From an optimization exercise on the open Yosys and OpenROAD flow, aimed at small area and a short achievable clock period; shortcuts taken in it are not production practice. Function was checked by simulation only, so behaviour that the tests miss may differ from the original.

### flow/run.sh
#!/bin/bash
# synth_recipe.tcl (not shown) runs the flow's synth.tcl, then flattens the netlist and writes it again
# the make line also repeats each setting of config.mk as NAME=value (left out here)
make -C /OpenROAD-flow-scripts/flow DESIGN_CONFIG=/design/flow/config.mk WORK_HOME=/design/flow/orfs CLKGATE_MAP_FILE= SYNTH_SCRIPT=/design/flow/synth_recipe.tcl finish
### flow/config.mk
export PLATFORM = sky130hd
export DESIGN_NAME = ROT_Cordic
export DESIGN_NICKNAME = ROT_Cordic
export VERILOG_FILES = /design/flow/design.v
export SDC_FILE = /design/flow/constraint.sdc
export NUM_CORES = 8
export LEC_CHECK = 0
export CAP_MARGIN = 20
export CORE_MARGIN = 2
export CORE_UTILIZATION = 40
export SLEW_MARGIN = 20
### flow/constraint.sdc
create_clock -name core_clock -period 5.5 [get_ports {clk}]
set_input_delay 1.1000 -clock core_clock [delete_from_list [all_inputs] [get_ports {clk}]]
set_output_delay 1.1000 -clock core_clock [all_outputs]
set_load 0.01 [all_outputs]
### flow/design.v
`timescale 1ns / 1ps
module Cordic_stage
#(parameter M=32,N=5)
(input signed [M-1:0] x_in,
 input signed [M-1:0] y_in,
 input signed [M-1:0] z_in,
 input [1:0] mode,
 input rst,
 input signed [M-1:0] atanj,
 input [31:0] j,
 input clk,
 output reg signed [M-1:0] x_out,
 output reg signed [M-1:0] y_out,
 output reg signed [M-1:0] z_out);
 always @(posedge clk)
 begin
     if(rst)
         begin
             x_out <= 32'b0;
             y_out <= 32'b0;
             z_out <= 32'b0;
         end
     else
         begin
             case(mode)
                2'b00:
                 begin
                     if(z_in[M-1])
                         begin
                             x_out <= x_in + (y_in >>>j);
                             y_out <= y_in - (x_in >>>j);
                             z_out <= z_in + atanj;
                         end
                     else
                         begin
                             x_out <= x_in - (y_in >>>j);
                             y_out <= y_in + (x_in >>>j);
                             z_out <= z_in - atanj;
                         end
                 end
                2'b01:
                 begin
                     if(y_in[M-1])
                         begin
                             x_out <= x_in - (y_in >>>j);
                             y_out <= y_in + (x_in >>>j);
                             z_out <= z_in - atanj;
                         end
                     else
                         begin
                             x_out <= x_in + (y_in >>>j);
                             y_out <= y_in - (x_in >>>j);
                             z_out <= z_in + atanj;
                         end
                 end
                 2'b10:
                 begin
                     if(z_in[M-1])
                         begin
                             x_out <= x_in - (y_in >>>(j+1));
                             y_out <= y_in - (x_in >>>(j+1));
                             z_out <= z_in + atanj;
                         end
                     else
                         begin
                             x_out <= x_in + (y_in >>>(j+1));
                             y_out <= y_in + (x_in >>>(j+1));
                             z_out <= z_in - atanj;
                         end
                 end
                2'b11:
                 begin
                     if(y_in[M-1])
                         begin
                             x_out <= x_in + (y_in >>>(j+1));
                             y_out <= y_in + (x_in >>>(j+1));
                             z_out <= z_in - atanj;
                         end
                     else
                         begin
                             x_out <= x_in - (y_in >>>(j+1));
                             y_out <= y_in - (x_in >>>(j+1));
                             z_out <= z_in + atanj;
                         end
                 end
             endcase    
         end
 end
endmodule
`timescale 1ns / 1ps
module pre_stage
#(parameter M=32,N=5)
(input signed [M-1:0] x_in,
 input signed [M-1:0] y_in,
 input signed [M-1:0] z_in,
 input [1:0] mode,
 input clk,
 output reg signed [M-1:0] x_0,
 output reg signed [M-1:0] y_0,
 output reg signed [M-1:0] z_0);
 localparam signed [M-1:0] pi_2       = 32'b00110010010000111111011010101001;
 localparam signed [M-1:0] minus_pi_2 = 32'b11001101101111000000100101010111;
 localparam signed [M-1:0] pi         = 32'b01100100100001111110110101010001;
 always @(posedge clk)
 begin
     case(mode)
        2'b00:
                begin
                x_0 <= (z_in>pi_2)?-y_in:(z_in<minus_pi_2)?y_in:x_in;
                y_0 <= (z_in>pi_2)?x_in:(z_in<minus_pi_2)?-x_in:y_in;
                z_0 <= (z_in>pi_2)?(z_in-pi_2):(z_in<minus_pi_2)?(z_in+pi_2):z_in;
                end
        2'b01:
                begin
                x_0 <= (x_in[M-1])? -x_in: x_in;
                y_0 <= (x_in[M-1])? -y_in: y_in;
                z_0 <= (x_in[M-1])? ((y_in[M-1])?(z_in-pi):(z_in+pi)): z_in;
                end
        2'b10:
                begin
                x_0 <= x_in;
                y_0 <= y_in;
                z_0 <= z_in;
                end
        2'b11:
                begin
                x_0 <= x_in;
                y_0 <= y_in;
                z_0 <= z_in;
                end               
     endcase
 end
endmodule
`timescale 1ns / 1ps
module ROT_Cordic
#(parameter M=32,N=5)
(input signed [M-1:0] x_in,
 input signed [M-1:0] y_in,
 input signed [M-1:0] z_in,
 input [1:0] mode,
 input clk,
 input rst,
 output signed [M-1:0] xf,
 output signed [M-1:0] yf,
 output signed [M-1:0] zf);
 genvar j;
 wire signed [M-1:0] x [0:M];
 wire signed [M-1:0] y [0:M];
 wire signed [M-1:0] z [0:M];
 wire signed [31:0] atanj [0:M-1];
assign atanj[0]  = (mode[1]) ? 32'b00010001100100111110101001111011 : 32'b00011001000111111011010101000100;
assign atanj[1]  = (mode[1]) ? 32'b00001000001011000101011101111101 : 32'b00001110110101100011100101111001;
assign atanj[2]  = (mode[1]) ? 32'b00000100000001010110001001000111 : 32'b00000111110101101101101110110011;
assign atanj[3]  = (mode[1]) ? 32'b00000010000000001010101100010001 : 32'b00000011111101011010111110011100;
assign atanj[4]  = (mode[1]) ? 32'b00000001000000000001010101011001 : 32'b00000001111111101010111001010010;
assign atanj[5]  = (mode[1]) ? 32'b00000000100000000000001010101011 : 32'b00000000111111111101010111011000;
assign atanj[6]  = (mode[1]) ? 32'b00000000010000000000000001010101 : 32'b00000000011111111111101010111011;
assign atanj[7]  = (mode[1]) ? 32'b00000000001000000000000000001011 : 32'b00000000001111111111111101010111;
assign atanj[8]  = (mode[1]) ? 32'b00000000000100000000000000000001 : 32'b00000000000111111111111111101011;
assign atanj[9]  = (mode[1]) ? 32'b00000000000010000000000000000000 : 32'b00000000000011111111111111111101;
assign atanj[10] = (mode[1]) ? 32'b00000000000001000000000000000000 : 32'b00000000000001111111111111111111;
assign atanj[11] = (mode[1]) ? 32'b00000000000000100000000000000000 : 32'b00000000000000111111111111111111;
assign atanj[12] = (mode[1]) ? 32'b00000000000000010000000000000000 : 32'b00000000000000011111111111111111;
assign atanj[13] = (mode[1]) ? 32'b00000000000000001000000000000000 : 32'b00000000000000001111111111111111;
assign atanj[14] = (mode[1]) ? 32'b00000000000000000100000000000000 : 32'b00000000000000000111111111111111;
assign atanj[15] = (mode[1]) ? 32'b00000000000000000010000000000000 : 32'b00000000000000000011111111111111;
assign atanj[16] = (mode[1]) ? 32'b00000000000000000001000000000000 : 32'b00000000000000000001111111111111;
assign atanj[17] = (mode[1]) ? 32'b00000000000000000000100000000000 : 32'b00000000000000000000111111111111;
assign atanj[18] = (mode[1]) ? 32'b00000000000000000000010000000000 : 32'b00000000000000000000011111111111;
assign atanj[19] = (mode[1]) ? 32'b00000000000000000000001000000000 : 32'b00000000000000000000001111111111;
assign atanj[20] = (mode[1]) ? 32'b00000000000000000000000100000000 : 32'b00000000000000000000000111111111;
assign atanj[21] = (mode[1]) ? 32'b00000000000000000000000010000000 : 32'b00000000000000000000000011111111;
assign atanj[22] = (mode[1]) ? 32'b00000000000000000000000001000000 : 32'b00000000000000000000000001111111;
assign atanj[23] = (mode[1]) ? 32'b00000000000000000000000000100000 : 32'b00000000000000000000000000111111;
assign atanj[24] = (mode[1]) ? 32'b00000000000000000000000000010000 : 32'b00000000000000000000000000011111;
assign atanj[25] = (mode[1]) ? 32'b00000000000000000000000000001000 : 32'b00000000000000000000000000001111;
assign atanj[26] = (mode[1]) ? 32'b00000000000000000000000000000100 : 32'b00000000000000000000000000000111;
assign atanj[27] = (mode[1]) ? 32'b00000000000000000000000000000010 : 32'b00000000000000000000000000000011;
assign atanj[28] = (mode[1]) ? 32'b00000000000000000000000000000001 : 32'b00000000000000000000000000000001;
assign atanj[29] = (mode[1]) ? 32'b00000000000000000000000000000000 : 32'b00000000000000000000000000000000;
assign atanj[30] = (mode[1]) ? 32'b00000000000000000000000000000000 : 32'b00000000000000000000000000000000;
assign atanj[31] = (mode[1]) ? 32'b00000000000000000000000000000000 : 32'b00000000000000000000000000000000;
pre_stage m1(x_in,y_in,z_in,mode,clk,x[0],y[0],z[0]);
assign xf = x[M];
assign yf = y[M];
assign zf = z[M];
 generate
 for( j=0; j<M; j=j+1)
 begin
 Cordic_stage c1 (x[j],y[j],z[j],mode,rst,atanj[j],j,clk,x[j+1],y[j+1],z[j+1]);
 end 
 endgenerate
endmodule
==> impl_metrics.tcl, run 1 <==
set metrics [dict create \
    timing.max_cap.violations 0 \
    dr.pass1.iters 8 \
    grt_pass1_vias 478249 \
    seq_area_um2 63400 \
    reg2reg_depth 16 \
    fmax_mhz 200 \
    holdPathStages 3 \
    vias 513009 \
    worst_hold_path_type "in2reg" \
    ys_types 95 \
    yosysMostFrequentCell "nor2_1" \
    die_x_um 1100 \
    end_kind "flop" \
    min_to "genblk1[7].c1.x_out[1]" \
    synth_seq_cells 3168 \
    yosys_warnings 3 \
    syn_area_per_cell_um2 7.11 \
    required_ns 6.51 \
    final_util_pct 43.4 \
    fp-row-count 403 \
    finalNonFillerCells 82977 \
    finalWeightedCongestion 1.02 \
    grt_pass1_wl_um 3050000 \
    r2r-end "genblk1[10].c1.y_out[30]" \
    area.growth.synth_to_final_pct 8.11 \
    async_flop_share_pct 0 \
    multi_input_area_um2 391000 \
    crit_type "reg2reg" \
    clock-sinks 3168 \
    synth_edf_count 0 \
    hold_viol 0 \
    cts_setup_buffers 0 \
    worstSkewPairLatency_ns 1.25 \
    core_um2 1200000 \
    critPathMaxFanout 7 \
    post-dp-hpwl_um 1630000 \
    overflow 0 \
    numCtsBuffers 427 \
    holdCritStartpoint "mode[0]" \
    io_pins 196 \
    synthTopCellsByArea "ha_1, dfxtp_1, a21oi_1, nor2_1, xnor2_1" \
    skew_ns 0.123 \
    final_nets 73670 \
    grt_max_degree 204 \
    cts_buffer_depth 5 \
    postRouteAntennaNets 0 \
    io_buffers 195 \
    die_h_um 1100 \
    cts_resized 0 \
    tritoncts "done" \
    drt-total-wl_um 2060000 \
    outcome "finished clean" \
    worst-slew-pin-transition_ns 1.32 \
    cts.clk_slew.worst_paths_ns 0.06 \
    start_util_pct 40.1 \
    wl_per_cell_um 24.8 \
    period_minus_slack_ns 5.00 \
    cp-start-kind "flop" \
    r2r_start "genblk1[9].c1.x_out[13]" \
    arrival_ns 6.00 \
    drc 0 \
    seq_area_frac_synth_pct 13.1 \
    syn_inst 67884 \
    synth_area_leader_cell "ha_1" \
    post-route-period-util_pct 90.9 \
    tns_ns 0 \
    vias_per_cell 6.18 \
    clockRootBuffer "clkbuf_16" \
    yosys-top-cells-count "nor2_1, a21oi_1, ha_1" \
    antenna_found_initial 84 \
    synthesis.nets 74987 \
    ys.flop_type "dfxtp_1" \
    layout-drive-gt1-share_pct 5.44 \
    design.die.area_um2 1220000 \
    holdWs_ns 0.426 \
    drv_slew 0 \
    synth.cell_area_um2 483000 \
    htree_levels 5 \
    synth.top_cell.area_share_pct 17.4 \
    setup_viol 0 \
    grt_setup_unrepaired "false" \
    drt_iter0_drc 52203 \
    track_usage_pct 31.9 \
    relSlewSlack_pct 11.2 \
    dpl.cell_count 82135 \
    fillers 125626 \
    hold_buffers 0 \
    reg2reg_slack_ns 0.50 \
]
==> cell type report <==
| class | count | area share (%) |
|---|---|---|
| tap | 15997 | 3.83 |
| clock inverter | 259 | 0.619 |
| multi-input combinational | 56826 | 75.0 |
| inverter | 4454 | 3.21 |
| sequential | 3168 | 12.2 |
| timing repair buffer | 1690 | 2.94 |
| clock buffer | 528 | 2.25 |
| antenna | 55 | 0.0264 |
==> layout by cell type (no fill, tap or decap), types with 636 or more instances in the layout <==
master | synthesis | final
nor3_1 | 1930 | 1925
o21a_1 | 681 | 679
o31ai_1 | 867 | 866
nor4_1 | 784 | 781
o21ai_0 | 4792 | 4758
nor2_1 | 8218 | 8207
a31oi_1 | 952 | 952
a211oi_1 | 1564 | 1554
xor2_1 | 971 | 971
nand2b_1 | 767 | 767
o21bai_1 | 1645 | 1645
inv_1 | 4331 | 4329
buf_4 | 2 | 1326
a21oi_1 | 8006 | 7965
a21o_1 | 1324 | 1304
dfxtp_1 | 3168 | 3145
ha_1 | 6707 | 6686
xnor2_1 | 3225 | 3223
nand2_1 | 3787 | 3776
nand3_1 | 1009 | 1008
or3_1 | 636 | 636
nor2b_1 | 831 | 830
==> flip-flops by register name, indices dropped and copies added, names as in the netlist <==
name / count
m1.z_0: 32
genblk1.c1.y_out: 1024
m1.y_0: 32
m1.x_0: 32
genblk1.c1.x_out: 1024
genblk1.c1.z_out: 1024
==> critical path, cell delays in order, from the launching register on <==
cell and delay, ns:
dfxtp_1 0.51, inv_1 0.11, ha_1 0.39, o21bai_1 0.09
a21oi_1 0.25, o21ai_0 0.19, a2111oi_0 0.69, o31ai_1 0.27
a41o_1 0.32, a2111oi_0 0.42, a2111oi_0 0.14, buf_4 0.18
a211oi_1 0.38, o31ai_1 0.12, a21o_1 0.20, xor2_1 0.13
a2111oi_0 0.45
==> through the flow <==
stage               setup slack [ns]  instance area [um^2]
floorplan                     -0.410                484000
global placement             -0.0512                507000
detailed placement           -0.0136                507000
CTS                            0.588                522000
global route                   0.187                522000
finish                         0.501                522000
==> how the worst max path moves through the flow <==
stage | startpoint | end | slack [ns] | cells after the start
detailed placement | x_in[1] | m1.y_0[29] | -0.01 | 17
finish | genblk1[9].c1.x_out[13] | genblk1[10].c1.y_out[30] | 0.50 | 16
floorplan | mode[1] | genblk1[16].c1.z_out[17] | -0.41 | 22
global placement | x_in[1] | m1.y_0[29] | -0.05 | 17
global route | genblk1[9].c1.x_out[14] | genblk1[10].c1.y_out[30] | 0.19 | 16
CTS | genblk1[9].c1.x_out[13] | genblk1[10].c1.y_out[30] | 0.59 | 16
==> layer usage <==
layer  track usage, %  wire length [um]  part of all wire [%]  vias to the layer above
li1                 -                 -                     -                   243481
met1             41.1            859000                    42                   242975
met2             50.6            897000                    44                    22014
met3             3.97            146000                   7.1                     4499
met4             20.0            152000                   7.4                       40
met5                0               253                 0.012                        -
==> cell families (layout without fill, tap and decap cells) <==
| group | after synthesis | after routing | share of synthesized area (%) |
|---|---|---|---|
| and+or+nand+nor | 20254 | 20254 | 19.5 |
| buffers and inverters | 7890 | 6931 | 6.14 |
| xor gates and xnor gates | 4196 | 4196 | 7.61 |
| AOI/OAI and AO/OA | 24387 | 24387 | 31.9 |
| adders and majority gates | 7003 | 7003 | 18.6 |
| muxes | 986 | 986 | 3.11 |
| DFF | 3168 | 3168 | 13.1 |
| other | 0 | 55 | 0 |
==> inputs of run 2 (changes only) <==
==> flow/design.v (replaced) <==
`timescale 1ns / 1ps
module Cordic_stage
#(parameter J=0, parameter [31:0] AC=32'd0, parameter [31:0] AH=32'd0)
(input clk,
 input rst,
 input [1:0] mode,
 input f_in,
 input [31:0] x_in,
 input [31:0] y_in,
 input [31:0] z_in,
 output reg f_out,
 output reg [31:0] x_out,
 output reg [31:0] y_out,
 output reg [31:0] z_out);
 wire zadd = mode[0] ? ~y_in[31] : z_in[31];    
 wire xsub = ~(zadd ^ mode[1]);                 
 wire ysub = zadd;                              
 wire zsub = ~zadd;
 wire [63:0] yx = {{32{y_in[31]}}, y_in};
 wire [63:0] xx = {{32{x_in[31]}}, x_in};
 wire [31:0] ys = mode[1] ? yx[J+1 +: 32] : yx[J +: 32];
 wire [31:0] xs = mode[1] ? xx[J+1 +: 32] : xx[J +: 32];
 wire [31:0] a  = mode[1] ? AH : AC;
 wire [31:0] xn = x_in + (ys ^ {32{xsub}}) + {31'd0, xsub};
 wire [31:0] yn = y_in + (xs ^ {32{ysub}}) + {31'd0, ysub};
 wire [31:0] zn = z_in + (a  ^ {32{zsub}}) + {31'd0, zsub};
 wire kill = rst | f_in;
 always @(posedge clk) begin
   f_out <= kill;
   x_out <= xn;
   y_out <= {yn[31] & ~kill, yn[30:0]};
   z_out <= rst ? 32'd0 : zn;
 end
endmodule
`timescale 1ns / 1ps
module pre_stage
#(parameter M=32,N=5)
(input signed [M-1:0] x_in,
 input signed [M-1:0] y_in,
 input signed [M-1:0] z_in,
 input [1:0] mode,
 input clk,
 output reg signed [M-1:0] x_0,
 output reg signed [M-1:0] y_0,
 output reg signed [M-1:0] z_0);
 localparam signed [M-1:0] pi_2       = 32'b00110010010000111111011010101001;
 localparam signed [M-1:0] minus_pi_2 = 32'b11001101101111000000100101010111;
 localparam signed [M-1:0] pi         = 32'b01100100100001111110110101010001;
 always @(posedge clk)
 begin
     case(mode)
        2'b00:
                begin
                x_0 <= (z_in>pi_2)?-y_in:(z_in<minus_pi_2)?y_in:x_in;
                y_0 <= (z_in>pi_2)?x_in:(z_in<minus_pi_2)?-x_in:y_in;
                z_0 <= (z_in>pi_2)?(z_in-pi_2):(z_in<minus_pi_2)?(z_in+pi_2):z_in;
                end
        2'b01:
                begin
                x_0 <= (x_in[M-1])? -x_in: x_in;
                y_0 <= (x_in[M-1])? -y_in: y_in;
                z_0 <= (x_in[M-1])? ((y_in[M-1])?(z_in-pi):(z_in+pi)): z_in;
                end
        2'b10:
                begin
                x_0 <= x_in;
                y_0 <= y_in;
                z_0 <= z_in;
                end
        2'b11:
                begin
                x_0 <= x_in;
                y_0 <= y_in;
                z_0 <= z_in;
                end               
     endcase
 end
endmodule
`timescale 1ns / 1ps
module ROT_Cordic
#(parameter M=32,N=5)
(input signed [M-1:0] x_in,
 input signed [M-1:0] y_in,
 input signed [M-1:0] z_in,
 input [1:0] mode,
 input clk,
 input rst,
 output signed [M-1:0] xf,
 output signed [M-1:0] yf,
 output signed [M-1:0] zf);
 localparam [32*32-1:0] ATC = {
  32'h00000000, 32'h00000000, 32'h00000000, 32'h00000001,
  32'h00000003, 32'h00000007, 32'h0000000F, 32'h0000001F,
  32'h0000003F, 32'h0000007F, 32'h000000FF, 32'h000001FF,
  32'h000003FF, 32'h000007FF, 32'h00000FFF, 32'h00001FFF,
  32'h00003FFF, 32'h00007FFF, 32'h0000FFFF, 32'h0001FFFF,
  32'h0003FFFF, 32'h0007FFFF, 32'h000FFFFD, 32'h001FFFEB,
  32'h003FFF57, 32'h007FFABB, 32'h00FFD5D8, 32'h01FEAE52,
  32'h03F5AF9C, 32'h07D6DBB3, 32'h0ED63979, 32'h191FB544};
 localparam [32*32-1:0] ATH = {
  32'h00000000, 32'h00000000, 32'h00000000, 32'h00000001,
  32'h00000002, 32'h00000004, 32'h00000008, 32'h00000010,
  32'h00000020, 32'h00000040, 32'h00000080, 32'h00000100,
  32'h00000200, 32'h00000400, 32'h00000800, 32'h00001000,
  32'h00002000, 32'h00004000, 32'h00008000, 32'h00010000,
  32'h00020000, 32'h00040000, 32'h00080000, 32'h00100001,
  32'h0020000B, 32'h00400055, 32'h008002AB, 32'h01001559,
  32'h0200AB11, 32'h04056247, 32'h082C577D, 32'h1193EA7B};
 wire [31:0] x [0:M];
 wire [31:0] y [0:M];
 wire [31:0] z [0:M];
 wire f [0:M];
 pre_stage m1(x_in,y_in,z_in,mode,clk,x[0],y[0],z[0]);
 assign f[0] = 1'b0;
 genvar j;
 generate
 for (j=0; j<M; j=j+1) begin : st
   Cordic_stage #(.J(j), .AC(ATC[32*j +: 32]), .AH(ATH[32*j +: 32])) c1
     (clk, rst, mode, f[j], x[j], y[j], z[j], f[j+1], x[j+1], y[j+1], z[j+1]);
 end
 endgenerate
 assign xf = x[M] & {M{~f[M]}};
 assign yf = y[M] & {M{~f[M]}};
 assign zf = z[M];
endmodule
==> impl_metrics.tcl, run 2 <==
set metrics [dict create \
    drv_slew 0 \
    final_cell_area_um2 291000 \
    final_util_pct 49.0 \
    die_h_um 775 \
    dpl-instance-area_um2 277000 \
    post-dp-hpwl_um 591000 \
    vias_per_cell 5.35 \
    start_util_pct 40.1 \
    yosys-top-cells-count "dfxtp_1, xnor2_1, nor2_1" \
    skew_ns 0.0944 \
    startpoint "mode[0]" \
    cp_slowest_cell "a211oi_1" \
    critPathMaxFanout 18 \
    async_flop_share_pct 0 \
    cts_resized 0 \
    drt_iter0_drc 13027 \
    finalNonFillerCells 40214 \
    tns_ns 0 \
    relSlewSlack_pct 32.2 \
    clockRootBuffer "clkbuf_16" \
    cp_top_family "compound AO/OA/AOI/OAI gates" \
    cp-start-kind "primary input" \
    io_pins 196 \
    worst-slew-pin-transition_ns 1.01 \
    fillers 56792 \
    worstSkewPairLatency_ns 1.04 \
    postRouteAntennaNets 0 \
    yosysMostFrequentCell "dfxtp_1" \
    layout-drive-gt1-share_pct 15.4 \
    cts.clk_slew.worst_paths_ns 0.06 \
    synth_area_leader_cell "dfxtp_1" \
    die_x_um 775 \
    worst_hold_path_type "reg2reg" \
    r2r_start "st[2].c1.y_out[31]" \
    synth.top_cell.area_share_pct 26.9 \
    setup_viol 0 \
    crit_chain "buf_8, buf_4, nand2b_1, nand2_2, inv_1, xnor2_1, inv_1, fa_1, nor2b_1, o21ai_0, a21boi_0, o21ai_0, a211oi_1, buf_4, o211ai_1, o211ai_1, nand4_1, a21oi_1, o41ai_1, o21bai_1, a21oi_1, xnor2_1" \
    numCtsBuffers 382 \
    yosys_warnings 34 \
    fp-row-count 283 \
    synth_edf_count 0 \
    syn_area_per_cell_um2 8.31 \
    dr.pass1.iters 9 \
    cp.buffers_inverters 5 \
    end_kind "flop" \
    hold_buffers 0 \
    grt_pass1_wl_um 1150000 \
    design.die.area_um2 601000 \
    required_ns 6.40 \
    wl_per_cell_um 18.1 \
    grt_pass1_vias 210453 \
    tritoncts "done" \
    post-route-period-util_pct 94.7 \
    area.growth.synth_to_final_pct 22.3 \
    htree_levels 5 \
    synthesis.nets 31415 \
    holdCritStartpoint "st[4].c1.f_out" \
    synthTopCellsByArea "dfxtp_1, ha_1, xnor2_1, a21oi_1, nor2_1" \
    crit_type "in2reg" \
    timing.max_cap.violations 0 \
    syn_inst 28614 \
    fmax_mhz 192 \
    cts_setup_buffers 0 \
    finalWeightedCongestion 0.940 \
    layout_commonest_cell "buf_4" \
    grt_setup_unrepaired "false" \
    antenna_found_initial 37 \
    io_buffers 195 \
    hold_viol 0 \
    synth.cell_area_um2 238000 \
    ys_types 112 \
    drc 0 \
    drt-total-wl_um 729000 \
    seq_area_frac_synth_pct 26.9 \
    reg.largest.list "st.c1.x_out x1024, st.c1.y_out x1024, st.c1.z_out x1024" \
    cts_buffer_depth 4 \
    period_minus_slack_ns 5.21 \
    clock-sinks 3200 \
    vias 215050 \
    ys.flop_type "dfxtp_1" \
    synth_seq_cells 3200 \
    dpl.cell_count 39483 \
    core_um2 593000 \
    outcome "finished clean" \
    final_cell_mix "buf_4, dfxtp_1, xnor2_1" \
    cpPeakStageDelay_ns 0.43 \
    grt_max_degree 171 \
    track_usage_pct 23.3 \
    arrival_ns 6.11 \
    overflow 0 \
    final_nets 34831 \
]
## run 2: per-stage QoR
stage	hold slack, ns	worst slack, ns
2_1_floorplan	0.403	-0.276
3_3_place_gp	0.410	-0.458
4_1_cts	0.427	0.346
6_report	0.424	0.293
5_1_grt	0.446	0.00421
3_5_place_dp	0.408	-0.601
## run 2: cells by family (layout without fill, tap and decap cells)
group           Yosys count  count (layout)  synth area share [%]
compound gates         7901            7901                  21.3
xor+xnor               3961            3961                  14.6
fa+ha+maj              2729            2729                  14.6
buf+inv                1909            5648                  3.06
flops                  3200            3200                  26.9
mux                     785             785                  3.31
other cells               0              24                     0
simple gates           8129            8129                  16.2
## run 2: worst register-to-register path: stages (launching register included)
cell       delay, ns
dfxtp_1         0.64
nand2b_1        0.27
nand2_2         0.12
xnor2_1         0.21
inv_1           0.07
fa_1            0.39
nor2b_1         0.11
o21ai_0         0.10
a21boi_0        0.28
o21a_1          0.16
o21ai_0         0.10
a21oi_1         0.26
o2111ai_1       0.27
a211oi_1        0.44
o21ai_0         0.23
a2111oi_0       0.63
o21ai_0         0.25
o211ai_1        0.27
xor2_1          0.16
## run 2: worst paths after layout
| kind | endpoint | slack, ns | cells after the start |
|---|---|---|---|
| max | st[7].c1.x_out[30] | 0.29 | 22 |
| min | st[5].c1.f_out | 0.42 | 1 |
| max reg2reg | st[3].c1.y_out[30] | 0.44 | 18 |
| min reg2reg | st[5].c1.f_out | 0.42 | 1 |
## run 2: cell type report
class / instances / area, um^2 / share of cell area (%)
clock buffer: 482 / 10600 / 3.64
multi-input combinational: 23505 / 169000 / 58.0
timing repair buffer: 3938 / 30900 / 10.6
sequential: 3200 / 64100 / 22.0
tap: 7837 / 9810 / 3.37
clock inverter: 225 / 2890 / 0.994
inverter: 1003 / 3780 / 1.30
antenna: 24 / 60.1 / 0.0206
## run 2: per-layer routing
metal	wire (um)	vias to the layer above	track usage (%)
met5	27	-	0
met4	30100	4	8.54
met3	27300	1231	2.27
met2	349000	4282	41.3
met1	322000	100452	29.1
li1	-	109081	-
==> inputs of run 3 (changes only) <==
--- a/flow/design.v
+++ b/flow/design.v
@@ -21,9 +21,10 @@
  wire [31:0] ys = mode[1] ? yx[J+1 +: 32] : yx[J +: 32];
  wire [31:0] xs = mode[1] ? xx[J+1 +: 32] : xx[J +: 32];
  wire [31:0] a  = mode[1] ? AH : AC;
- wire [31:0] xn = x_in + (ys ^ {32{xsub}}) + {31'd0, xsub};
- wire [31:0] yn = y_in + (xs ^ {32{ysub}}) + {31'd0, ysub};
- wire [31:0] zn = z_in + (a  ^ {32{zsub}}) + {31'd0, zsub};
+ wire [31:0] xn, yn, zn;
+ add32_sk ax (x_in, ys ^ {32{xsub}}, xsub, xn);
+ add32_sk ay (y_in, xs ^ {32{ysub}}, ysub, yn);
+ add32_sk az (z_in, a  ^ {32{zsub}}, zsub, zn);
  wire kill = rst | f_in;
  always @(posedge clk) begin
    f_out <= kill;
@@ -31,6 +32,173 @@
    y_out <= {yn[31] & ~kill, yn[30:0]};
    z_out <= rst ? 32'd0 : zn;
  end
+endmodule
+module add32_sk (input [31:0] a, input [31:0] b, input ci, output [31:0] s);
+ wire [31:0] p0 = a ^ b;
+ wire [31:0] g0 = a & b;
+ wire gc0 = g0[0] | (p0[0] & ci);
+ wire g1_1 = g0[1] | (p0[1] & gc0);
+ wire p1_1 = p0[1] & p0[0];
+ wire g1_3 = g0[3] | (p0[3] & g0[2]);
+ wire p1_3 = p0[3] & p0[2];
+ wire g1_5 = g0[5] | (p0[5] & g0[4]);
+ wire p1_5 = p0[5] & p0[4];
+ wire g1_7 = g0[7] | (p0[7] & g0[6]);
+ wire p1_7 = p0[7] & p0[6];
+ wire g1_9 = g0[9] | (p0[9] & g0[8]);
+ wire p1_9 = p0[9] & p0[8];
+ wire g1_11 = g0[11] | (p0[11] & g0[10]);
+ wire p1_11 = p0[11] & p0[10];
+ wire g1_13 = g0[13] | (p0[13] & g0[12]);
+ wire p1_13 = p0[13] & p0[12];
+ wire g1_15 = g0[15] | (p0[15] & g0[14]);
+ wire p1_15 = p0[15] & p0[14];
+ wire g1_17 = g0[17] | (p0[17] & g0[16]);
+ wire p1_17 = p0[17] & p0[16];
+ wire g1_19 = g0[19] | (p0[19] & g0[18]);
+ wire p1_19 = p0[19] & p0[18];
+ wire g1_21 = g0[21] | (p0[21] & g0[20]);
+ wire p1_21 = p0[21] & p0[20];
+ wire g1_23 = g0[23] | (p0[23] & g0[22]);
+ wire p1_23 = p0[23] & p0[22];
+ wire g1_25 = g0[25] | (p0[25] & g0[24]);
+ wire p1_25 = p0[25] & p0[24];
+ wire g1_27 = g0[27] | (p0[27] & g0[26]);
+ wire p1_27 = p0[27] & p0[26];
+ wire g1_29 = g0[29] | (p0[29] & g0[28]);
+ wire p1_29 = p0[29] & p0[28];
+ wire g1_31 = g0[31] | (p0[31] & g0[30]);
+ wire p1_31 = p0[31] & p0[30];
+ wire g2_2 = g0[2] | (p0[2] & g1_1);
+ wire p2_2 = p0[2] & p1_1;
+ wire g2_3 = g1_3 | (p1_3 & g1_1);
+ wire p2_3 = p1_3 & p1_1;
+ wire g2_6 = g0[6] | (p0[6] & g1_5);
+ wire p2_6 = p0[6] & p1_5;
+ wire g2_7 = g1_7 | (p1_7 & g1_5);
+ wire p2_7 = p1_7 & p1_5;
+ wire g2_10 = g0[10] | (p0[10] & g1_9);
+ wire p2_10 = p0[10] & p1_9;
+ wire g2_11 = g1_11 | (p1_11 & g1_9);
+ wire p2_11 = p1_11 & p1_9;
+ wire g2_14 = g0[14] | (p0[14] & g1_13);
+ wire p2_14 = p0[14] & p1_13;
+ wire g2_15 = g1_15 | (p1_15 & g1_13);
+ wire p2_15 = p1_15 & p1_13;
+ wire g2_18 = g0[18] | (p0[18] & g1_17);
+ wire p2_18 = p0[18] & p1_17;
+ wire g2_19 = g1_19 | (p1_19 & g1_17);
+ wire p2_19 = p1_19 & p1_17;
+ wire g2_22 = g0[22] | (p0[22] & g1_21);
+ wire p2_22 = p0[22] & p1_21;
+ wire g2_23 = g1_23 | (p1_23 & g1_21);
+ wire p2_23 = p1_23 & p1_21;
+ wire g2_26 = g0[26] | (p0[26] & g1_25);
+ wire p2_26 = p0[26] & p1_25;
+ wire g2_27 = g1_27 | (p1_27 & g1_25);
+ wire p2_27 = p1_27 & p1_25;
+ wire g2_30 = g0[30] | (p0[30] & g1_29);
+ wire p2_30 = p0[30] & p1_29;
+ wire g2_31 = g1_31 | (p1_31 & g1_29);
+ wire p2_31 = p1_31 & p1_29;
+ wire g3_4 = g0[4] | (p0[4] & g2_3);
+ wire p3_4 = p0[4] & p2_3;
+ wire g3_5 = g1_5 | (p1_5 & g2_3);
+ wire p3_5 = p1_5 & p2_3;
+ wire g3_6 = g2_6 | (p2_6 & g2_3);
+ wire p3_6 = p2_6 & p2_3;
+ wire g3_7 = g2_7 | (p2_7 & g2_3);
+ wire p3_7 = p2_7 & p2_3;
+ wire g3_12 = g0[12] | (p0[12] & g2_11);
+ wire p3_12 = p0[12] & p2_11;
+ wire g3_13 = g1_13 | (p1_13 & g2_11);
+ wire p3_13 = p1_13 & p2_11;
+ wire g3_14 = g2_14 | (p2_14 & g2_11);
+ wire p3_14 = p2_14 & p2_11;
+ wire g3_15 = g2_15 | (p2_15 & g2_11);
+ wire p3_15 = p2_15 & p2_11;
+ wire g3_20 = g0[20] | (p0[20] & g2_19);
+ wire p3_20 = p0[20] & p2_19;
+ wire g3_21 = g1_21 | (p1_21 & g2_19);
+ wire p3_21 = p1_21 & p2_19;
+ wire g3_22 = g2_22 | (p2_22 & g2_19);
+ wire p3_22 = p2_22 & p2_19;
+ wire g3_23 = g2_23 | (p2_23 & g2_19);
+ wire p3_23 = p2_23 & p2_19;
+ wire g3_28 = g0[28] | (p0[28] & g2_27);
+ wire p3_28 = p0[28] & p2_27;
+ wire g3_29 = g1_29 | (p1_29 & g2_27);
+ wire p3_29 = p1_29 & p2_27;
+ wire g3_30 = g2_30 | (p2_30 & g2_27);
+ wire p3_30 = p2_30 & p2_27;
+ wire g3_31 = g2_31 | (p2_31 & g2_27);
+ wire p3_31 = p2_31 & p2_27;
+ wire g4_8 = g0[8] | (p0[8] & g3_7);
+ wire p4_8 = p0[8] & p3_7;
+ wire g4_9 = g1_9 | (p1_9 & g3_7);
+ wire p4_9 = p1_9 & p3_7;
+ wire g4_10 = g2_10 | (p2_10 & g3_7);
+ wire p4_10 = p2_10 & p3_7;
+ wire g4_11 = g2_11 | (p2_11 & g3_7);
+ wire p4_11 = p2_11 & p3_7;
+ wire g4_12 = g3_12 | (p3_12 & g3_7);
+ wire p4_12 = p3_12 & p3_7;
+ wire g4_13 = g3_13 | (p3_13 & g3_7);
+ wire p4_13 = p3_13 & p3_7;
+ wire g4_14 = g3_14 | (p3_14 & g3_7);
+ wire p4_14 = p3_14 & p3_7;
+ wire g4_15 = g3_15 | (p3_15 & g3_7);
+ wire p4_15 = p3_15 & p3_7;
+ wire g4_24 = g0[24] | (p0[24] & g3_23);
+ wire p4_24 = p0[24] & p3_23;
+ wire g4_25 = g1_25 | (p1_25 & g3_23);
+ wire p4_25 = p1_25 & p3_23;
+ wire g4_26 = g2_26 | (p2_26 & g3_23);
+ wire p4_26 = p2_26 & p3_23;
+ wire g4_27 = g2_27 | (p2_27 & g3_23);
+ wire p4_27 = p2_27 & p3_23;
+ wire g4_28 = g3_28 | (p3_28 & g3_23);
+ wire p4_28 = p3_28 & p3_23;
+ wire g4_29 = g3_29 | (p3_29 & g3_23);
+ wire p4_29 = p3_29 & p3_23;
+ wire g4_30 = g3_30 | (p3_30 & g3_23);
+ wire p4_30 = p3_30 & p3_23;
+ wire g4_31 = g3_31 | (p3_31 & g3_23);
+ wire p4_31 = p3_31 & p3_23;
+ wire g5_16 = g0[16] | (p0[16] & g4_15);
+ wire p5_16 = p0[16] & p4_15;
+ wire g5_17 = g1_17 | (p1_17 & g4_15);
+ wire p5_17 = p1_17 & p4_15;
+ wire g5_18 = g2_18 | (p2_18 & g4_15);
+ wire p5_18 = p2_18 & p4_15;
+ wire g5_19 = g2_19 | (p2_19 & g4_15);
+ wire p5_19 = p2_19 & p4_15;
+ wire g5_20 = g3_20 | (p3_20 & g4_15);
+ wire p5_20 = p3_20 & p4_15;
+ wire g5_21 = g3_21 | (p3_21 & g4_15);
+ wire p5_21 = p3_21 & p4_15;
+ wire g5_22 = g3_22 | (p3_22 & g4_15);
+ wire p5_22 = p3_22 & p4_15;
+ wire g5_23 = g3_23 | (p3_23 & g4_15);
+ wire p5_23 = p3_23 & p4_15;
+ wire g5_24 = g4_24 | (p4_24 & g4_15);
+ wire p5_24 = p4_24 & p4_15;
+ wire g5_25 = g4_25 | (p4_25 & g4_15);
+ wire p5_25 = p4_25 & p4_15;
+ wire g5_26 = g4_26 | (p4_26 & g4_15);
+ wire p5_26 = p4_26 & p4_15;
+ wire g5_27 = g4_27 | (p4_27 & g4_15);
+ wire p5_27 = p4_27 & p4_15;
+ wire g5_28 = g4_28 | (p4_28 & g4_15);
+ wire p5_28 = p4_28 & p4_15;
+ wire g5_29 = g4_29 | (p4_29 & g4_15);
+ wire p5_29 = p4_29 & p4_15;
+ wire g5_30 = g4_30 | (p4_30 & g4_15);
+ wire p5_30 = p4_30 & p4_15;
+ wire g5_31 = g4_31 | (p4_31 & g4_15);
+ wire p5_31 = p4_31 & p4_15;
+ wire [31:0] c = {g5_30, g5_29, g5_28, g5_27, g5_26, g5_25, g5_24, g5_23, g5_22, g5_21, g5_20, g5_19, g5_18, g5_17, g5_16, g4_15, g4_14, g4_13, g4_12, g4_11, g4_10, g4_9, g4_8, g3_7, g3_6, g3_5, g3_4, g2_3, g2_2, g1_1, gc0, ci};
+ assign s = p0 ^ c;
 endmodule
 `timescale 1ns / 1ps
 module pre_stage
--- a/flow/config.mk
+++ b/flow/config.mk
@@ -7,5 +7,6 @@
 export LEC_CHECK = 0
 export CAP_MARGIN = 20
 export CORE_MARGIN = 2
-export CORE_UTILIZATION = 40
+export CORE_UTILIZATION = 60
+export SETUP_SLACK_MARGIN = 1.5
 export SLEW_MARGIN = 20
==> impl_metrics.tcl, run 3 <==
set metrics [dict create \
    area.growth.synth_to_final_pct 21.6 \
    cp_slowest_cell "or4b_1" \
    grt_pass1_wl_um 881000 \
    final_cell_area_um2 257000 \
    ys_types 105 \
    post-route-period-util_pct 76.6 \
    holdPathStages 1 \
    design.die.area_um2 357000 \
    cpPeakStageDelay_ns 0.49 \
    crit_chain "buf_16, buf_16, nand2b_4, buf_6, nand2_4, nor2_4, a21oi_4, fa_2, nand2b_1, a211o_1, a211o_1, a41oi_2, o221ai_2, or4b_1, a31o_2, o31a_1, or4_4, nor2_2, a211oi_1, a221oi_1" \
    yosys-top-cells-count "dfxtp_1, xnor2_1, nor2_1" \
    start_util_pct 60.4 \
    post-dp-hpwl_um 415000 \
    synth.top_cell.area_share_pct 30.3 \
    holdWs_ns 0.429 \
    drv_slew 0 \
    clockRootBuffer "clkbuf_16" \
    required_ns 6.34 \
    arrival_ns 5.05 \
    tritoncts "done" \
    hold_viol 0 \
    relSlewSlack_pct 36.0 \
    htree_levels 5 \
    overflow 0 \
    final_util_pct 73.4 \
    hold_buffers 0 \
    yosys_warnings 34 \
    postRouteAntennaNets 0 \
    syn_area_per_cell_um2 8.80 \
    synth_edf_count 0 \
    drt-total-wl_um 572000 \
    layout_commonest_cell "dfxtp_1" \
    die_x_um 597 \
    pre_cts_ws_ns -0.181 \
    synthTopCellsByArea "dfxtp_1, ha_1, xnor2_1, nor2_1, mux2i_1" \
    fmax_mhz 237 \
    grt_setup_unrepaired "true" \
    drt_iter0_drc 10782 \
    fillers 26572 \
    dpl.cell_count 29300 \
    outcome "finished clean" \
    finalWeightedCongestion 0.915 \
    io_pins 196 \
    reg2reg_depth 17 \
    fin_ws_ns 1.29 \
    numCtsBuffers 354 \
    skew_ns 0.0445 \
    vias 176035 \
    timing.max_cap.violations 0 \
    layout-drive-gt1-share_pct 17.1 \
    worst-slew-pin-transition_ns 0.960 \
    syn_inst 24018 \
    synth_area_leader_cell "dfxtp_1" \
    drc 0 \
    dr.pass1.iters 8 \
    cts.clk_slew.worst_paths_ns 0.06 \
    final_cell_mix "dfxtp_1, xnor2_1, nor2_1" \
    synthesis.nets 26677 \
    core_um2 350000 \
    ys.flop_type "dfxtp_1" \
    synth.cell_area_um2 211000 \
    wl_per_cell_um 18.7 \
    async_flop_share_pct 0 \
    cp-start-kind "primary input" \
    r2r-end "st[15].c1.z_out[31]" \
    holdCritStartpoint "st[26].c1.f_out" \
    track_usage_pct 29.9 \
    setup_viol 0 \
    end_kind "flop" \
    reg.largest.list "st.c1.x_out x1024, st.c1.y_out x1024, st.c1.z_out x1024" \
    period_minus_slack_ns 4.21 \
    crit_type "in2reg" \
    fp-row-count 217 \
    final_nets 28412 \
    grt_pass1_vias 166750 \
    die_h_um 597 \
    clock-sinks 3200 \
    critPathMaxFanout 7 \
    finalNonFillerCells 30640 \
    worst_hold_path_type "reg2reg" \
    tns_ns 0 \
    yosysMostFrequentCell "dfxtp_1" \
    synth_seq_cells 3200 \
    grt_max_degree 214 \
    cts_buffer_depth 4 \
    worstSkewPairLatency_ns 0.95 \
    vias_per_cell 5.75 \
    io_buffers 195 \
    dpl-instance-area_um2 227000 \
    seq_area_frac_synth_pct 30.3 \
    min_to "st[27].c1.f_out" \
    reg2reg_slack_ns 1.36 \
    r2r_start "st[14].c1.y_out[31]" \
    antenna_found_initial 13 \
]
-- run 3: critical path: cells and delay by family --
family                     cells  cell delay (ns)
and+or+nand+nor                7             1.37
adders and majority gates      1             0.22
buffers and inverters          3             0.45
AOI/OAI and AO/OA              9             1.88
-- run 3: layout make-up --
class | instances | area, um^2 | area share (%)
well taps | 4599 | 5750 | 2.24
diodes | 2 | 5.00 | 0.00195
repair inverters | 1 | 30.0 | 0.0117
multi-input cells | 18809 | 150000 | 58.3
inverters | 1232 | 4750 | 1.85
flip-flops and latches | 3200 | 64100 | 25.0
clock buffers | 466 | 9910 | 3.86
clock inverters | 176 | 2360 | 0.917
repair buffers | 2155 | 20200 | 7.87
-- run 3: worst max-delay path by stage --
stage,start,end,cells past startpoint
after floorplan,mode[1],st[0].c1.z_out[22],25
after global placement,mode[0],st[17].c1.x_out[31],18
after detailed placement,mode[0],st[27].c1.z_out[31],20
after CTS,mode[0],st[15].c1.z_out[31],20
after global routing,mode[0],st[31].c1.x_out[22],22
final,mode[0],st[15].c1.z_out[31],20
-- run 3: timing repair --
| item | in CTS | in global routing |
|---|---|---|
| endpoints found under the setup margin | 1158 | 1155 |
| resized for setup | 648 | 1918 |
| cloned | 21 | 28 |
| pin swaps | 231 | 820 |
| endpoints found under the hold margin | 0 | 0 |
| buffers inserted | 167 | 480 |
-- run 3: routing by layer --
metal  routed length, um  track usage, %  up-vias
li1                    -               -    87499
met1              267000            41.8    83855
met2              266000            49.6     3839
met3               25100            2.79      832
met4               14100            7.26       10
met5                  62               0        -
-- run 3: logic make-up (layout without fill, tap and decap cells) --
family | count (synthesis) | in the layout | share of synthesized area [%]
AO/OA/AOI/OAI | 5123 | 5123 | 15.4
adder cells (fa/ha/maj) | 2638 | 2638 | 16.8
buffers and inverters | 2010 | 4030 | 3.61
flip-flops | 3200 | 3200 | 30.3
multiplexers | 902 | 902 | 4.28
AND/OR/NAND/NOR | 6572 | 6572 | 14.8
XOR/XNOR | 3573 | 3574 | 14.8
other | 0 | 2 | 0
==> inputs of run 4 (changes only) <==
--- a/flow/config.mk
+++ b/flow/config.mk
@@ -7,6 +7,6 @@
 export LEC_CHECK = 0
 export CAP_MARGIN = 20
 export CORE_MARGIN = 2
-export CORE_UTILIZATION = 60
+export CORE_UTILIZATION = 70
 export SETUP_SLACK_MARGIN = 1.5
 export SLEW_MARGIN = 20
==> impl_metrics.tcl, run 4 <==
set metrics [dict create \
    outcome "finished clean" \
    synthTopCellsByArea "dfxtp_1, ha_1, xnor2_1, nor2_1, mux2i_1" \
    hold_viol 0 \
    dpl.cell_count 28209 \
    grt_pass1_wl_um 884000 \
    core_um2 300000 \
    cts_buffer_depth 4 \
    yosys_warnings 34 \
    reg.largest.list "st.c1.x_out x1024, st.c1.y_out x1024, st.c1.z_out x1024" \
    finalWeightedCongestion 0.937 \
    synth.cell_area_um2 211000 \
    grt_pass1_vias 170704 \
    fp-row-count 201 \
    overflow 0 \
    fmax_mhz 221 \
    skew_ns 0.0441 \
    relSlewSlack_pct 29.0 \
    end_kind "flop" \
    wl_per_cell_um 21.4 \
    synthMuxAreaShare_pct 4.28 \
    arrival_ns 5.38 \
    finalNonFillerCells 29936 \
    yosysMostFrequentCell "dfxtp_1" \
    post-route-period-util_pct 82.4 \
    synth_top_family_by_area "adder cells" \
    syn_inst 24018 \
    final_cell_mix "dfxtp_1, xnor2_1, nor2_1" \
    seq_area_frac_synth_pct 30.3 \
    crit_type "in2reg" \
    drv_slew 0 \
    grt_setup_unrepaired "true" \
    clockRootBuffer "clkbuf_16" \
    numCtsBuffers 347 \
    layout-drive-gt1-share_pct 18.4 \
    dpl-instance-area_um2 223000 \
    ys_types 105 \
    drt-total-wl_um 639000 \
    worstSkewPairLatency_ns 0.96 \
    final_cell_area_um2 260000 \
    cpPeakStageDelay_ns 0.37 \
    drt_iter0_drc 16663 \
    yosys-top-cells-count "dfxtp_1, xnor2_1, nor2_1" \
    htree_levels 5 \
    synth_seq_cells 3200 \
    synth_edf_count 0 \
    worst-slew-pin-transition_ns 1.07 \
    clock-sinks 3200 \
    synthesis.nets 26677 \
    path_common_cell "buf_6" \
    postRouteAntennaNets 0 \
    hold_buffers 0 \
    post-dp-hpwl_um 400000 \
    die_x_um 553 \
    synth_area_leader_cell "dfxtp_1" \
    synth.top_cell.area_share_pct 30.3 \
    design.die.area_um2 306000 \
    layout_commonest_cell "dfxtp_1" \
    cts.clk_slew.worst_paths_ns 0.06 \
    io_buffers 195 \
    synthAdderAreaFrac_pct 16.8 \
    timing.max_cap.violations 0 \
    io_pins 196 \
    ys.flop_type "dfxtp_1" \
    drc 0 \
    vias_per_cell 6.29 \
    async_flop_share_pct 0 \
    syn_area_per_cell_um2 8.80 \
    vias 188247 \
    die_h_um 553 \
    dr.pass1.iters 9 \
    required_ns 6.35 \
    antenna_found_initial 7 \
    synth-compound-area-share_pct 15.4 \
    critPathMaxFanout 7 \
    grt_max_degree 208 \
    worst_hold_path_type "reg2reg" \
    synth-xor-area-share_pct 14.8 \
    final_nets 28350 \
    start_util_pct 70.4 \
    area.growth.synth_to_final_pct 22.9 \
    track_usage_pct 34.7 \
    setup_viol 0 \
    tritoncts "done" \
    synth-simple-area-share_pct 14.8 \
    period_minus_slack_ns 4.53 \
    cp-start-kind "primary input" \
    cp_slowest_cell "a221o_1" \
]
## run 4: cell types whose count changed in the layout (fill, tap and decap cells not counted), moves of 59 or more
cell | before | now
a21oi_1 | 1348 | 1279
o21ai_0 | 706 | 644
buf_6 | 157 | 228
a21oi_2 | 225 | 284
buf_4 | 1586 | 1414
xnor2_1 | 2565 | 2498
## run 4: critical path: cells and delay by family
kind / cells / cell delay [ns]
XOR/XNOR: 2 / 0.36
AND/OR/NAND/NOR: 4 / 0.47
buffers and inverters: 10 / 1.32
adder cells (fa/ha/maj): 1 / 0.22
AO/OA/AOI/OAI: 9 / 1.85
## run 4: area by class of cell
cell class                      instances  area (um^2)
Antenna cell                            4         10.0
Clock buffer                          467         9930
Clock inverter                        165         2240
Fill cell                           15754        40200
Inverter                             1232         4770
Multi-Input combinational cell      18809       153000
Sequential cell                      3200        64100
Tap cell                             3958         4950
Timing Repair Buffer                 2099        20800
Timing Repair inverter                  2         41.3
## run 4: timing repair
action,CTS,global route
pin swaps,278,1198
endpoints found under the setup margin,1163,1189
resized for setup,819,2495
setup buffers,215,802
cloned,25,49
## run 4: path summary, 6_finish.rpt
path	from	to	slack [ns]	depth (start not counted)
worst max-delay path	mode[0]	st[11].c1.x_out[31]	0.97	26
worst min-delay path	st[1].c1.z_out[0]	st[2].c1.z_out[0]	0.43	1
worst max register to register	st[2].c1.y_out[31]	st[3].c1.x_out[29]	1.22	20
worst min register to register	st[1].c1.z_out[0]	st[2].c1.z_out[0]	0.43	1
## run 4: metrics by stage
step | hold WS (ns) | util (%) | setup TNS [ns] | setup slack (ns)
after detailed placement | 0.417 | 74.4 | -3.10 | -0.193
after global routing | 0.444 | 86.6 | 0 | 0.909
final | 0.429 | 86.6 | 0 | 0.968
after global placement | 0.416 | 74.4 | -0.838 | -0.146
after CTS | 0.430 | 80.3 | 0 | 1.26
after floorplan | 0.391 | - | -1.88 | -0.102
## run 4: kinds of logic after synthesis
kind of cell	count (synthesis)
and+or+nand+nor	6572
AOI/OAI and AO/OA	5123
adders and majority gates	2638
buffers and inverters	2010
DFF	3200
xor gates and xnor gates	3573
muxes	902
## run 4: metal layers
metal / wire [um] / vias to the layer above / global-route usage (%) / part of all wire, %
li1: - / 87398 / - / -
met1: 260000 / 90421 / 46.4 / 41
met2: 305000 / 8252 / 58.7 / 48
met3: 45000 / 2172 / 3.43 / 7.0
met4: 29300 / 4 / 10.9 / 4.6
met5: 22 / - / 0 / 0.0034
==> inputs of run 5 (changes only) <==
==> flow/flow/run.sh (new file) <==
#!/bin/bash
# Own layout flow: the standard ORFS flow (standard.sh) with two
# synthesis changes: no full/half-adder cell extraction (ADDER_MAP_FILE
# empty) and ABC run with a delay-driven mapping script (abc_map.script).
# Everything after synthesis is the standard flow.
set -euo pipefail
W=$PWD
export FLOW_WORK=$W
export FLOW_ABC_SCRIPT=$W/flow/abc_map.script
bash standard.sh SYNTH_SCRIPT=$W/flow/synth.tcl ADDER_MAP_FILE= finish > $W/flow_make.log 2>&1
==> flow/flow/abc_map.script (new file) <==
strash
dch -f
map -D 2000
topo
stime -c
buffer -c
upsize -c -D 2000
dnsize -c -D 2000
==> flow/flow/synth.tcl (new file) <==
proc abc {args} {
  set i [lsearch -exact $args -script]
  if {$i >= 0} {
    lset args [expr {$i + 1}] $::env(FLOW_ABC_SCRIPT)
  }
  puts "flow abc: $args"
  yosys abc {*}$args
}
source $::env(FLOW_WORK)/synth_recipe.tcl
==> flow/standard.sh (new file) <==
#!/bin/bash
# synth_recipe.tcl (not shown) runs the flow's synth.tcl, then flattens the netlist and writes it again
# the make line also repeats each setting of config.mk as NAME=value (left out here)
make -C /OpenROAD-flow-scripts/flow DESIGN_CONFIG=/design/flow/config.mk WORK_HOME=/design/flow/orfs CLKGATE_MAP_FILE= SYNTH_SCRIPT=/design/flow/synth_recipe.tcl "${@:-finish}"
--- a/flow/config.mk
+++ b/flow/config.mk
@@ -7,6 +7,6 @@
 export LEC_CHECK = 0
 export CAP_MARGIN = 20
 export CORE_MARGIN = 2
-export CORE_UTILIZATION = 70
+export CORE_UTILIZATION = 60
 export SETUP_SLACK_MARGIN = 1.5
 export SLEW_MARGIN = 20
removed: flow/run.sh
==> impl_metrics.tcl, run 5 <==
set metrics [dict create \
    cts.clk_slew.worst_paths_ns 0.05 \
    holdCritStartpoint "st[30].c1.z_out[19]" \
    synth_area_leader_cell "dfxtp_1" \
    final_cell_mix "nor2_1, nand2_1, inv_1" \
    fmax_mhz 249 \
    synth_edf_count 0 \
    io_buffers 195 \
    vias_per_cell 5.38 \
    worst-slew-pin-transition_ns 1.03 \
    die_x_um 607 \
    r2r_start "st[8].c1.z_out[31]" \
    critPathMaxFanout 26 \
    end_kind "flop" \
    worst_hold_path_type "reg2reg" \
    synth-simple-area-share_pct 25.4 \
    startpoint "mode[1]" \
    ys_types 106 \
    arrival_ns 4.90 \
    synth.top_cell.area_share_pct 29.4 \
    core_um2 362000 \
    setup_viol 0 \
    yosys-top-cells-count "nor2_1, nand2_1, inv_1" \
    numCtsBuffers 354 \
    required_ns 6.38 \
    layout_commonest_cell "nor2_1" \
    synth_seq_cells 3200 \
    synth-compound-area-share_pct 17.9 \
    syn_area_per_cell_um2 6.55 \
    synth.cell_area_um2 218000 \
    antenna_found_initial 19 \
    dr.pass1.iters 9 \
    clockRootBuffer "clkbuf_16" \
    vias 207210 \
    drt-total-wl_um 640000 \
    cp_slowest_cell "a21oi_2" \
    relSlewSlack_pct 31.2 \
    synth-xor-area-share_pct 16.6 \
    hold_viol 0 \
    fp-row-count 221 \
    ys.flop_type "dfxtp_1" \
    design.die.area_um2 369000 \
    die_h_um 607 \
    syn_inst 33328 \
    worstSkewPairLatency_ns 0.96 \
    clock-sinks 3200 \
    synth_top_family_by_area "simple AND/OR/NAND/NOR gates" \
    finalWeightedCongestion 0.964 \
    grt_max_degree 170 \
    layout-drive-gt1-share_pct 6.01 \
    timing.max_cap.violations 0 \
    track_usage_pct 33.1 \
    post-dp-hpwl_um 489000 \
    area.growth.synth_to_final_pct 9.76 \
    crit_type "in2reg" \
    async_flop_share_pct 0 \
    grt_pass1_wl_um 993000 \
    overflow 0 \
    start_util_pct 60.2 \
    postRouteAntennaNets 0 \
    outcome "finished clean" \
    synthTopCellsByArea "dfxtp_1, nor2_1, xor2_1, nand2_1, inv_1" \
    drv_slew 0 \
    synthMuxAreaShare_pct 0.134 \
    drc 0 \
    drt_iter0_drc 15025 \
    tns_ns 0 \
    period_minus_slack_ns 4.02 \
    reg.largest.list "st.c1.x_out x1024, st.c1.y_out x1024, st.c1.z_out x1024" \
    yosys_warnings 34 \
    cp.buffers_inverters 7 \
    cp_top_family "buffers and inverters" \
    skew_ns 0.0444 \
    cts_buffer_depth 4 \
    crit_chain "buf_16, clkinv_16, buf_12, xor2_4, buf_12, xor2_1, nor2_1, a21boi_1, o21ai_2, inv_1, o21ai_2, nand4_1, nand2_2, inv_2, o21ai_1, o21ai_0, a21oi_2, buf_4" \
    final_util_pct 66.1 \
    wl_per_cell_um 16.6 \
    cp-start-kind "primary input" \
    synthesis.nets 33428 \
    post-route-period-util_pct 73.1 \
    grt_setup_unrepaired "true" \
    io_pins 196 \
    synthAdderAreaFrac_pct 0.225 \
    tritoncts "done" \
    grt_pass1_vias 190184 \
    htree_levels 5 \
    seq_area_frac_synth_pct 29.4 \
    final_nets 33526 \
    cpPeakStageDelay_ns 0.42 \
    yosysMostFrequentCell "nor2_1" \
]
run 5: cell type report:
| class | instances | area [um^2] |
|---|---|---|
| fill | 33014 | 123000 |
| timing repair buffer | 695 | 6830 |
| inverter | 4601 | 17400 |
| sequential | 3200 | 64100 |
| multi-input combinational | 24572 | 133000 |
| clock buffer | 460 | 9950 |
| timing repair inverter | 2 | 16.3 |
| antenna | 8 | 20.0 |
| tap | 4794 | 6000 |
| clock inverter | 175 | 2590 |
run 5: kinds of logic after synthesis:
group / Yosys count
compound gates: 6719
xor+xnor: 4122
fa+ha+maj: 49
buf+inv: 5558
flops: 3200
mux: 26
simple gates: 13654
run 5: worst paths after layout:
| kind | end | slack [ns] | depth (start not counted) |
|---|---|---|---|
| worst min-delay path | st[31].c1.z_out[19] | 0.40 | 2 |
| worst min register to register | st[31].c1.z_out[19] | 0.40 | 2 |
| worst max-delay path | st[9].c1.z_out[18] | 1.48 | 18 |
| worst max register to register | st[9].c1.y_out[26] | 1.72 | 14 |
run 5: repair_timing:
action / in CTS / in global routing
buffers inserted: 20 / 78
hold buffers: 0 / 0
cloned: 1 / 15
pin swaps: 7 / 26
gates resized for setup: 56 / 301
endpoints found under the setup margin: 602 / 1108
run 5: metal layers:
metal  part of all wire, %  vias to the layer above  GRT usage, %
met2                    46                     5661          56.6
li1                      -                   106184             -
met4                   6.5                       18          19.2
met3                   5.1                     1613          3.55
met5                 0.018                        -             0
met1                    42                    93734          40.3
run 5: stage by stage:
step	setup slack, ns	instance area [um^2]	hold slack, ns	instances
final	1.48	240000	0.399	38507
after global placement	0.129	224000	0.389	37750
after global routing	1.38	240000	0.405	38503
after floorplan	1.49	218000	0.388	33328
after CTS	1.50	237000	0.399	38406
after detailed placement	0.0791	224000	0.392	37750
run 5: worst reg2reg max path, delay by kind of cell, from the launching register on:
kind / cells / cell delay, ns
xor+xnor: 2 / 0.51
fa+ha+maj: 1 / 0.38
compound gates: 4 / 1.20
buf+inv: 3 / 0.61
simple gates: 4 / 0.59
flops: 1 / 0.34

re-timing with driven ports:
In the flow no input, the clock included, has a driving cell. The finished layouts below were timed again as built, in two steps.
Step 1: set_driving_cell puts a clkbuf_16 on clk and a buf_2 on each other input, an assumption about the parent block.
Step 2 moves the port delays by t, midway between the first and last clock arrival at a register: inputs arrive t later, outputs are due t later. That takes back most of the time a late clock gives input paths.
Slacks: ideal ports / drivers / drivers and shift; pairs: ideal ports / drivers.
run	t, ns	slack for setup (ns)	clock arrival spread, ns	worst slew at a driven data input, ns
run 1	1.379	0.501 / 0.501 / -0.360	0.133 / 0.133	0.26
run 2	1.110	0.293 / 0.360 / -0.750	0.100 / 0.100	0.20
run 3	1.050	1.287 / 1.054 / 0.005	0.071 / 0.071	0.45
run 4	1.051	0.968 / 0.805 / -0.246	0.048 / 0.048	0.42
run 5	1.073	1.478 / 1.189 / 0.117	0.054 / 0.055	0.48
With both steps, setup timing fails in run 1, run 2 and run 4, where it was met with ideal ports. For run 5, which loses most, drivers alone change the setup slack by -0.289 ns; drivers and shift together by -1.361 ns.
